This is an optimization exercise on Yosys and OpenROAD, whose aim is a short achievable clock period and few clock cycles, not a production implementation. Function was checked by simulation only, so behaviour that the tests miss may differ from the original.

<file path="flow/run.sh">
#!/bin/bash
# synth_recipe.tcl (not shown) runs the flow's synth.tcl, then flattens the netlist and writes it again
# the make line also repeats each setting of config.mk as NAME=value (left out here)
make -C /OpenROAD-flow-scripts/flow DESIGN_CONFIG=/design/flow/config.mk WORK_HOME=/design/flow/orfs CLKGATE_MAP_FILE= SYNTH_SCRIPT=/design/flow/synth_recipe.tcl finish
</file>
<file path="flow/config.mk">
export PLATFORM = sky130hd
export DESIGN_NAME = mips
export DESIGN_NICKNAME = mips
export VERILOG_FILES = /design/flow/design.v
export SDC_FILE = /design/flow/constraint.sdc
export NUM_CORES = 4
export LEC_CHECK = 0
export CAP_MARGIN = 20
export CORE_MARGIN = 2
export CORE_UTILIZATION = 40
export SETUP_SLACK_MARGIN = 3
export SLEW_MARGIN = 20
</file>
<file path="flow/constraint.sdc">
create_clock -name core_clock -period 160.0 [get_ports {clk}]
set_input_delay 32.0000 -clock core_clock [delete_from_list [all_inputs] [get_ports {clk}]]
set_output_delay 32.0000 -clock core_clock [all_outputs]
set_load 0.01 [all_outputs]
</file>
<file path="flow/design.v">
module alu
  (
   input [31:0]  busA,
   input [31:0]  busB,
   input [31:0]  imm,
   input         is_lui,
   input         is_addi,
   input [5:0]   funct,
   output [31:0] result
   );
    wire        sub = !is_addi && funct == 6'b100010;
    wire [31:0] opb = is_addi ? imm : busB;
    wire [31:0] sum = busA + (sub ? ~opb : opb) + {31'd0, sub};
    wire [31:0] prod = busA * busB;
    wire        mul = !is_addi && funct == 6'b011000;
    assign result = is_lui ? imm : (mul ? prod : sum);
endmodule  
module div_steps
  #(parameter STEPS = 16)
  (
   input [31:0]  rem_in,
   input [31:0]  quo_in,
   input [31:0]  divisor,
   output [31:0] rem_out,
   output [31:0] quo_out
   );
    reg [31:0] r;
    reg [31:0] q;
    reg [32:0] t;
    integer    i;
    always @(*)
    begin
        r = rem_in;
        q = quo_in;
        for (i = 0; i < STEPS; i = i + 1)
        begin
            t = {r, q[31]} - {1'b0, divisor};
            r = t[32] ? {r[30:0], q[31]} : t[31:0];
            q = {q[30:0], !t[32]};
        end
    end
    assign rem_out = r;
    assign quo_out = q;
endmodule  
module register_file
  (
   input         write_enable,
   input [4:0]   write_register,
   input [31:0]  busW,
   input [4:0]   RS,
   input [4:0]   RT,
   output [31:0] busA,
   output [31:0] busB,
   input         rst,
   input         clk
   );
    integer      i;
    reg [31:0]   registers[31:1];
    assign busA = (RS == 5'd0) ? 32'd0 : registers[RS];
    assign busB = (RT == 5'd0) ? 32'd0 : registers[RT];
    always@(posedge clk)
    begin
        if(rst)
        begin
            for(i = 1; i < 32; i = i + 1)
              registers[i] <= 32'b0;
        end
        else if(write_enable && write_register != 5'd0)
          registers[write_register] <= busW;
    end  
endmodule  
module mips
  (
   input         clk,
   input         rst,
   output [31:0] imem_addr,
   input [31:0]  imem_data,
   output        wb_en,
   output [4:0]  wb_reg,
   output [31:0] wb_data
   );
    reg [31:0]  pc;           
    reg [31:0]  ir;           
    reg         ir_valid;
    assign imem_addr = pc;
    wire        fetch_j = imem_data[31:26] == 6'b000010;
    wire [31:0] pc_plus4 = pc + 32'd4;
    wire [5:0]  opcode = ir[31:26];
    wire [4:0]  RS = ir[25:21];
    wire [4:0]  RT = ir[20:16];
    wire [4:0]  RD = ir[15:11];
    wire [5:0]  funct = ir[5:0];
    wire [31:0] immediate = { {16{ir[15]}}, ir[15:0] };
    wire        is_r    = opcode == 6'b000000;
    wire        is_lui  = opcode == 6'b001111;
    wire        is_addi = opcode == 6'b001000;
    wire        is_beq  = opcode == 6'b000100;
    wire        is_div  = is_r && funct == 6'b011010;
    wire        r_write = is_r && (funct == 6'b100000 || funct == 6'b100010 ||
                                   funct == 6'b011000 || funct == 6'b011010);
    wire        writes  = ir_valid && (is_lui || is_addi || r_write);
    wire [4:0]  dest    = is_r ? RD : RT;
    wire [31:0] busA;
    wire [31:0] busB;
    reg         div_busy;
    reg         div_last;
    reg [31:0]  div_rem;
    reg [31:0]  div_quo;
    reg [31:0]  div_divisor;
    wire        div_start = ir_valid && is_div && !div_busy;
    wire [31:0] d0_rem, d0_quo, d1_rem, d1_quo;
    div_steps #(.STEPS(16)) div_first(
                                      .rem_in(32'd0),
                                      .quo_in(busA),
                                      .divisor(busB),
                                      .rem_out(d0_rem),
                                      .quo_out(d0_quo));
    div_steps #(.STEPS(16)) div_next(
                                     .rem_in(div_rem),
                                     .quo_in(div_quo),
                                     .divisor(div_divisor),
                                     .rem_out(d1_rem),
                                     .quo_out(d1_quo));
    wire        stall = div_start || (div_busy && !div_last);
    wire [31:0] alu_out;
    alu alu(
            .busA(busA),
            .busB(busB),
            .imm(immediate),
            .is_lui(is_lui),
            .is_addi(is_addi),
            .funct(funct),
            .result(alu_out));
    wire [31:0] result = is_div ? d1_quo : alu_out;
    wire        do_write = writes && !stall;
    wire        beq_taken = ir_valid && is_beq && busA == busB;
    wire [31:0] beq_target = pc + {immediate[29:0], 2'b00};
    register_file reg_file(
                           .write_enable(do_write),
                           .write_register(dest),
                           .busW(result),
                           .RS(RS),
                           .RT(RT),
                           .busA(busA),
                           .busB(busB),
                           .rst(rst),
                           .clk(clk));
    always @(posedge clk)
    begin
        if (rst)
        begin
            div_busy <= 1'b0;
            div_last <= 1'b0;
        end
        else if (div_start)
        begin
            div_busy <= 1'b1;
            div_last <= 1'b1;
        end
        else if (div_busy && div_last)
        begin
            div_busy <= 1'b0;
            div_last <= 1'b0;
        end
    end
    always @(posedge clk)
    begin
        if (div_start)
        begin
            div_rem <= d0_rem;
            div_quo <= d0_quo;
            div_divisor <= busB;
        end
    end
    always @(posedge clk)
    begin
        if (rst)
        begin
            pc <= 32'd0;
            ir_valid <= 1'b0;
        end
        else if (beq_taken)
        begin
            pc <= beq_target;
            ir_valid <= 1'b0;
        end
        else if (!stall)
        begin
            pc <= fetch_j ? {6'b0, imem_data[25:0]} : pc_plus4;
            ir_valid <= 1'b1;
        end
    end
    always @(posedge clk)
    begin
        if (!stall)
          ir <= imem_data;
    end
    reg         wb_en_r;
    reg [4:0]   wb_reg_r;
    reg [31:0]  wb_data_r;
    always @(posedge clk)
    begin
        if (rst)
          wb_en_r <= 1'b0;
        else
          wb_en_r <= do_write && dest != 5'd0;
        wb_reg_r <= dest;
        wb_data_r <= result;
    end
    assign wb_en = wb_en_r;
    assign wb_reg = wb_reg_r;
    assign wb_data = wb_data_r;
endmodule  
</file>
==> results by group <==
Route
  – Via density: 5.88
  – WL final: 450,000 µm
  – DR vias: 110,000
  – DRT Pass-1 Iters: 6
  – DRC Markers: 0
  – WL per Instance: 24.1 µm
  – Detailed router's first-iteration violation count: ~12,000
  – Post-route ant nets: 0

Cells and area
  – Nets: about 16,000
  – Area growth syn-to-layout: 8.85%
  – Layout cells sized above 1: 11.9%

Place
  – Gp weighted congestion: about 0.94
  – Port bufs: 103
  – Dpl hpwl: 313,000 µm

Timing
  – Final hold vios: 0
  – Highest clock rate: between 10 and 15 MHz
  – Setup violators final: 0
  – Setup TNS: 0 ns
  – Worst Clk Skew: between 0.1 and 0.15 ns
  – Final Cycle Share: 56.6%
  – Headroom to the max-slew limit: 20.7%
  – Final Max Tran Viols: 0
  – RSZ-0062 raised after global routing: no
  – Tmin final: 90.52 ns
  – Worst Max-Slew Pin Slew: 1.16 ns
  – Fin Hold WS: between 0.4 and 0.5 ns

Worst setup path
  – CP Data Required Time: 160.49 ns
  – Reg-to-reg startpoint: div_divisor[0]
  – Slowest cell delay on critical path: 0.82 ns
  – Slowest-stage cell, CP: edfxtp_1
  – CP endpoint kind: register
  – Crit path top cell by count: o21ai_0
  – CP max FO: 55
  – Reg-to-reg setup timing slack: ~69 ns
  – Startpoint types: register
  – Critical path arrival: 91.01 ns
  – CP startpoint: div_divisor[0]
  – Crit Path Category: reg -> reg

Job
  – Max Cap Violations: 0

Clocking
  – H-tree depth: 4
  – Worst-path clk slew: 0.06 ns
  – Sink Count: 1,234
  – CTS buffer count: 142
  – Cts hold-fix bufs: 0
  – Worst skew pair latency: 0.84 ns
  – CTS tree: yes
  – Max Buffers Root-to-Sink: 4
  – CTS root buffer: clkbuf_16
  – Gates resized, CTS repair: 0
  – Post-CTS Setup Bufs: 0

Global routing
  – Largest net degree at the start of global routing: 108
  – Initial antenna violation count: 16
  – First-pass GRT wire length: 668,000 µm
  – Overall routing resource usage: 26.4%
  – Vias in the first global route: ~100k
  – Total gr overflow: 0

Floorplan
  – I/O pin total: 104
  – Die area: 334,000 µm²
  – DIE WIDTH: around 580 µm
  – Starting Density: around 40%
  – Die height: 578 µm
  – Area of the core: 328,000 µm²
  – Row count: 210

Logic synthesis
  – Count leader, synth: nor2_1
  – Synth Flop Type: edfxtp_1
  – Yosys top cell area share: 26.2%
  – Syn avg cell area: 9.24 µm²
  – Mapped Cells: 14,300
  – Synth area leader: edfxtp_1
  – Post-synthesis sequential area ratio: a little over a quarter
  – Yosys warnings: 3
  – Flops & latches, synth: approximately 1,200
  – Post-synth EDFFs: 1,152
  – Post-synth top cells: nor2_1 (2,113), nand2_1 (1,366), inv_1 (1,279), ha_1 (1,208), edfxtp_1 (1,152)
  – Async set-reset flop share out of synthesis: 0%
  – Number of distinct library cells after synthesis: 106
  – Cell area after synthesis: 132,000 µm²
  – Top post-synthesis cells by area: edfxtp_1 (26%), ha_1 (11%), mux4_2 (10%)

Status
  – Outcome: no timing/DRC/antenna violations

Min path
  – Worst Min Path Start: ir[25]
  – Tightest Hold Check Type: reg -> reg
==> logic make-up after synthesis <==
group                    after synthesis  share of synthesized area, %
adder cells (fa/ha/maj)             1649                          18.2
XOR/XNOR                             818                          5.45
AND/OR/NAND/NOR                     4646                          15.1
multiplexers                        1078                          14.3
other                                  1                       0.00284
AO/OA/AOI/OAI                       2917                          13.8
flip-flops                          1234                          27.5
buffers and inverters               1934                          5.67
==> area by class of cell <==
cell class              count  area, µm²
repair buffers            414       3420
fillers                 31500     184000
well taps                4346       5440
clock buffers             189       3890
flip-flops and latches   1234      36300
diodes                      1       2.50
clock inverters            56        445
multi-input cells       11200      89200
inverters                1290       4840
==> placed cells by master (no fill, tap or decap), types with 91 or more instances in the layout <==
cell type	n
a211oi_1	101
a21boi_0	232
a21o_1	177
a21oi_1	809
and3_1	111
buf_4	307
clkbuf_16	145
clkdlybuf4s50_1	102
edfxtp_1	1152
fa_1	440
ha_1	1208
inv_1	1270
mux2_2	335
mux4_2	610
nand2_1	1349
nand2b_1	134
nand3_1	222
nor2_1	2092
nor2b_1	112
nor3_1	235
o21a_1	104
o21ai_0	796
o21bai_1	91
o31ai_1	125
or3_1	98
xnor2_1	588
xor2_1	222
==> flip-flops by register name, summed over array words and instances, names as in the netlist, named ones only <==
signal	flops
wb_en_r	1
wb_data_r	32
div_quo	32
div_rem	32
div_last	1
wb_reg_r	5
div_divisor	32
ir	32
reg_file.registers	1024
pc	32
ir_valid	1
==> critical path: cells and delay by family, from the launching register on <==
kind	cells	cell delay (ns)
AO/OA/AOI/OAI	301	65.84
AND/OR/NAND/NOR	57	8.47
buffers and inverters	17	6.31
adder cells (fa/ha/maj)	17	6.11
multiplexers	4	1.28
XOR/XNOR	5	0.82
flip-flops	1	0.82
==> path summary, 6_finish.rpt <==
check | to | depth (start not counted)
worst max-delay path | reg_file.registers[0][0] | 401
worst min-delay path | register | 2
worst max register to register | reg_file.registers[0][0] | 401
worst min register to register | register | 2
==> metrics by stage <==
stage | area [µm²] | cells | util (%) | worst slack, ns
4_1_cts | 144000 | 18700 | 43.8 | 70.09
5_1_grt | 144000 | 18700 | 43.8 | 58.88
6_report | 144000 | 18700 | 43.8 | 69.48
3_5_place_dp | 139000 | 18400 | 42.5 | 70.61
3_3_place_gp | 139000 | 18400 | 42.5 | 70.78
2_1_floorplan | 132000 | 14300 | - | 78.95
==> metal layers <==
metal | GRT usage (%) | vias up | wire (µm)
li1 | - | 50700 | -
met1 | 35.7 | 53100 | 185000
met2 | 40.9 | 5159 | 195000
met3 | 5.68 | 973 | 46700
met4 | 11.3 | 6 | 22500
met5 | 0.156 | - | 109
Testbench counts, summed over its fixed seeds: cycles 38,344.

-- port drivers added, routing unchanged --
The results above use ideal ports. As a check the final layout listed here was re-extracted and re-timed, cells and wires unchanged.
Step 1 assumes that a clkbuf_16 drives the clock port and a buf_2 every other input.
Step 2 adds t to the input delays and takes it off the output delays; t is the mean of the earliest and latest rising clock arrival at the registers after step 1. Input paths then give back, and output paths get back, about the clock's delay inside the block.
Slacks: ideal ports / drivers / drivers and shift; pairs: ideal ports / drivers.
t (ns): 0.866
setup WS [ns]: 69.480 / 69.480 / 69.480
hold slack, ns: 0.490 / 0.490 / 0.490
cell pins on the clock port's net: 1
After both steps this run still meets setup and hold. For this run, drivers alone change the setup slack by 0.000 ns; drivers and shift together by 0.000 ns.
